What follows belongs to an exercise in optimizing a design on an open flow for small area; a production flow would make more cautious choices. In this exercise RTL edits were held to simulation tests only and were not proved equivalent to the original.

==> inputs of v23 <==
## FIR2
module FIR2 (X, clk, Y, reset);
   input  [11:0] X;
   input  clk;
   output [13:0] Y;
   input  reset;
   reg [13:0] Y;
   reg [11:0] d1, d2, d3, d4, d5, d6, d7, d8, d9, d10, d11, d12, d13, d14, d15, d16, d17, d18, d19, d20, d21, d22, d23, d24, d25, d26, d27, d28, d29, d30, d31, d32, d33, d34, d35, d36, d37, d38, d39, d40, d41, d42, d43, d44, d45, d46, d47, d48, d49, d50, d51, d52, d53, d54, d55, d56, d57, d58;
   always @(posedge clk) begin
      d1 <= X;
      d2 <= d1;
      d3 <= d2;
      d4 <= d3;
      d5 <= d4;
      d6 <= d5;
      d7 <= d6;
      d8 <= d7;
      d9 <= d8;
      d10 <= d9;
      d11 <= d10;
      d12 <= d11;
      d13 <= d12;
      d14 <= d13;
      d15 <= d14;
      d16 <= d15;
      d17 <= d16;
      d18 <= d17;
      d19 <= d18;
      d20 <= d19;
      d21 <= d20;
      d22 <= d21;
      d23 <= d22;
      d24 <= d23;
      d25 <= d24;
      d26 <= d25;
      d27 <= d26;
      d28 <= d27;
      d29 <= d28;
      d30 <= d29;
      d31 <= d30;
      d32 <= d31;
  ...
clock: 15.0 ns
lec_check: 0
cap_margin: 20
core_margin: 2
core_utilization: 45
cts_buf_list: sky130_fd_sc_hd__clkbuf_8
cts_cluster_diameter: 60
cts_cluster_size: 18
gpl_timing_driven: 0
slew_margin: 20
synth_hierarchical: 1
standard.sh (not shown) runs the stock make flow with config.mk's settings and CLKGATE_MAP_FILE= SYNTH_SCRIPT=/design/flow/synth_recipe.tcl, a recipe that flattens the netlist after the stock synthesis.
==> flow/flow/run.sh <==
#!/bin/bash
# Standard ORFS flow (the standard.sh), with the port buffers that
# buffer_ports inserts on every input and output made the smallest buffer.
set -o pipefail
export BUFFER_PORTS_ARGS="-buffer_cell sky130_fd_sc_hd__buf_1"
bash standard.sh > standard_flow.log 2>&1
==> v9: changes against v23 <==
- CORE_UTILIZATION: 45 -> 40
- CTS_BUF_LIST: sky130_fd_sc_hd__clkbuf_8 -> sky130_fd_sc_hd__clkbuf_16
- CTS_CLUSTER_DIAMETER: 60 -> 80
- CTS_CLUSTER_SIZE: 18 -> 24
==> v39: changes against v23 <==
- CORE_UTILIZATION: 45 -> 40
- CTS_CLUSTER_SIZE: 18 -> 16
==> comparison <==
In v9 the die area is higher than in v23, by 12%.
Cell count, lowest first: v23, v9, v39.
Critical path depth is the same in v39 and v9.
Wire length, lowest first: v23, v39, v9.
Against v23, the cell area of v39 is larger by about 0.5%.
In flip-flop and latch count, v9 and v23 do not differ.
==> figures <==
| quantity | v23 | v39 | v9 |
|---|---|---|---|
| Run status | no timing/DRC/antenna violations | no timing/DRC/antenna violations | no timing/DRC/antenna violations |
| Metal1 wirelength | 38.7 mm | 38.5 mm | 38.7 mm |
| Routed via count | 15.6k | 15.6k | 15.6k |
| Setup crit start | cnt[1] | cnt[3] | cnt[5] |
| Worst-case setup margin in the final layout | 442 ps | 437 ps | 462 ps |
| # diodes | 2 | 1 | 1 |
| GP Congestion | 0.957 | 0.973 | 0.973 |
| Half-perimeter wire length after detailed placement | 74.3 mm | 75.3 mm | 75.3 mm |
| Clock buffer cells | 53 | 59 | 40 |
| Resize count post-CTS | 1 | 0 | 0 |
| Number of antenna violations at the first check in global routing | 2 | 2 | 0 |
| Endpoint of the worst hold path | d20[8] | d22[9] | d6[0] |
| Via-to-Cell Ratio | 4.84 | 4.71 | 4.74 |
| Final Cycle Share | 97.1% | 97.1% | 96.9% |

========
==> amber <==
FIR2, a different RTL version from the one above (not shown whole).
Design FIR2, start of the top module:
module FIR2 (X, clk, Y, reset);
   input  [11:0] X;
   input  clk;
   output [13:0] Y;
   input  reset;
   reg [13:0] Y;
   reg [11:0] d1, d2, d3, d4, d5, d6, d7, d8, d9, d10, d11, d12, d13, d14, d15, d16, d17, d18, d19, d20, d21, d22, d23, d24, d25, d26, d27, d28, d29, d30, d31, d32, d33, d34, d35, d36, d37, d38, d39, d40, d41, d42, d43, d44, d45, d46, d47, d48, d49, d50, d51, d52, d53, d54, d55, d56, d57, d58;
   always @(posedge clk) begin
      d1 <= X;
      d2 <= d1;
      d3 <= d2;
      d4 <= d3;
      d5 <= d4;
      d6 <= d5;
      d7 <= d6;
      d8 <= d7;
      d9 <= d8;
      d10 <= d9;
      d11 <= d10;
      d12 <= d11;
      d13 <= d12;
      d14 <= d13;
      d15 <= d14;
      d16 <= d15;
      d17 <= d16;
      d18 <= d17;
      d19 <= d18;
      d20 <= d19;
      d21 <= d20;
      d22 <= d21;
      d23 <= d22;
      d24 <= d23;
      d25 <= d24;
      d26 <= d25;
      d27 <= d26;
      d28 <= d27;
      d29 <= d28;
      d30 <= d29;
      d31 <= d30;
      d32 <= d31;
      d33 <= d32;
      d34 <= d33;
      d35 <= d34;
      d36 <= d35;
      d37 <= d36;
      d38 <= d37;
      d39 <= d38;
      d40 <= d39;
      d41 <= d40;
      d42 <= d41;
      d43 <= d42;
      d44 <= d43;
      d45 <= d44;
      d46 <= d45;
      d47 <= d46;
      d48 <= d47;
      d49 <= d48;
      d50 <= d49;
      d51 <= d50;
      d52 <= d51;
      d53 <= d52;
      d54 <= d53;
      d55 <= d54;
      d56 <= d55;
      d57 <= d56;
      d58 <= d57;
   end
   reg [5:0] cnt;
   always @(posedge clk or posedge reset)
  ...
Settings: LEC_CHECK=0, CAP_MARGIN=20, CORE_MARGIN=2, CORE_UTILIZATION=40, CTS_CLUSTER_DIAMETER=90, CTS_CLUSTER_SIZE=25, SLEW_MARGIN=20, SYNTH_HIERARCHICAL=1; clock period 15.0 ns.
run.sh (not shown) runs the stock make flow with config.mk's settings and CLKGATE_MAP_FILE= SYNTH_SCRIPT=/design/flow/synth_recipe.tcl, a recipe that flattens the netlist after the stock synthesis.
Stock flow here: none of the scripts above is used.
==> inputs of maple, as changes to amber <==
CORE_UTILIZATION = 65   (was 40)
CTS_BUF_LIST = sky130_fd_sc_hd__clkbuf_8   (was not set)
CTS_CLUSTER_DIAMETER = 60   (was 90)
CTS_CLUSTER_SIZE = 20   (was 25)
==> inputs of quartz, as changes to amber <==
CTS_CLUSTER_DIAMETER = 100   (was 90)
CTS_CLUSTER_SIZE = 30   (was 25)
==> run notes <==
status=complete, no violations; GPL Wtd Cong=1.01; Worst slew margin=0.340; worst slew pin tran=0.987 ns; H-Tree Depth=2; worst hold endpoint=d52[6]; Nets=3136
The numbers above come from maple.

==> run notes <==
overflow left after global routing=0; H-Tree Depth=1; GPL Wtd Cong=0.987; Row Count=106; Nets=3112; Worst slew margin=0.293; DR vias=16400; status=complete, no violations; GRT Overall Usage=0.230; WS Path Type=register to register; worst slew pin tran=1.06 ns; worst hold endpoint=d22[8]; main combinational cell family by area after synthesis=adder cells
The numbers above come from quartz.

==> run notes <==
status=complete, no violations; Worst slew margin=0.329; worst slew pin tran=1.00 ns; worst hold endpoint=d46[3]; Slew Viols, Final=0; Nets=3118; area share of fa/ha/maj cells after synthesis=0.488; GPL Wtd Cong=0.987
The numbers above come from amber.

==> what the ideal ports hide <==
No port has a modelled driver above. Below, the same layouts with a new extraction and two added sets of constraints. Step 1 sets driving cells, clkbuf_16 on the clock port and buf_2 on the other inputs (assumed; they add their load-dependent delay and slew). Step 2 moves the port delays by t, midway between the first and last clock arrival at a register: inputs arrive t later, outputs are due t later. That takes back most of the time a late clock gives input paths. Three values: no drivers, after step 1, after step 2; two values: the first two.
run	t (ns)	setup WS [ns]	hold WS [ns]	worst setup path at the end
v23	0.732	0.442 / 0.442 / -0.110	0.317 / 0.317 / 0.317	input to register
v9	0.652	0.462 / 0.462 / -0.011	0.314 / 0.314 / 0.314	input to register
v39	0.738	0.437 / 0.437 / -0.050	0.311 / 0.311 / 0.311	input to register
amber	0.659	1.099 / 1.099 / 1.099	0.309 / 0.309 / 0.309	register to register
maple	0.760	1.250 / 1.250 / 1.250	0.323 / 0.323 / 0.323	register to register
quartz	0.698	1.056 / 1.056 / 1.056	0.318 / 0.318 / 0.318	register to register
With both steps, setup timing fails in v23, v9 and v39, where it was met with ideal ports. The setup slack of v23, which loses most, moves by 0.000 ns with the drivers and by -0.552 ns with both steps.
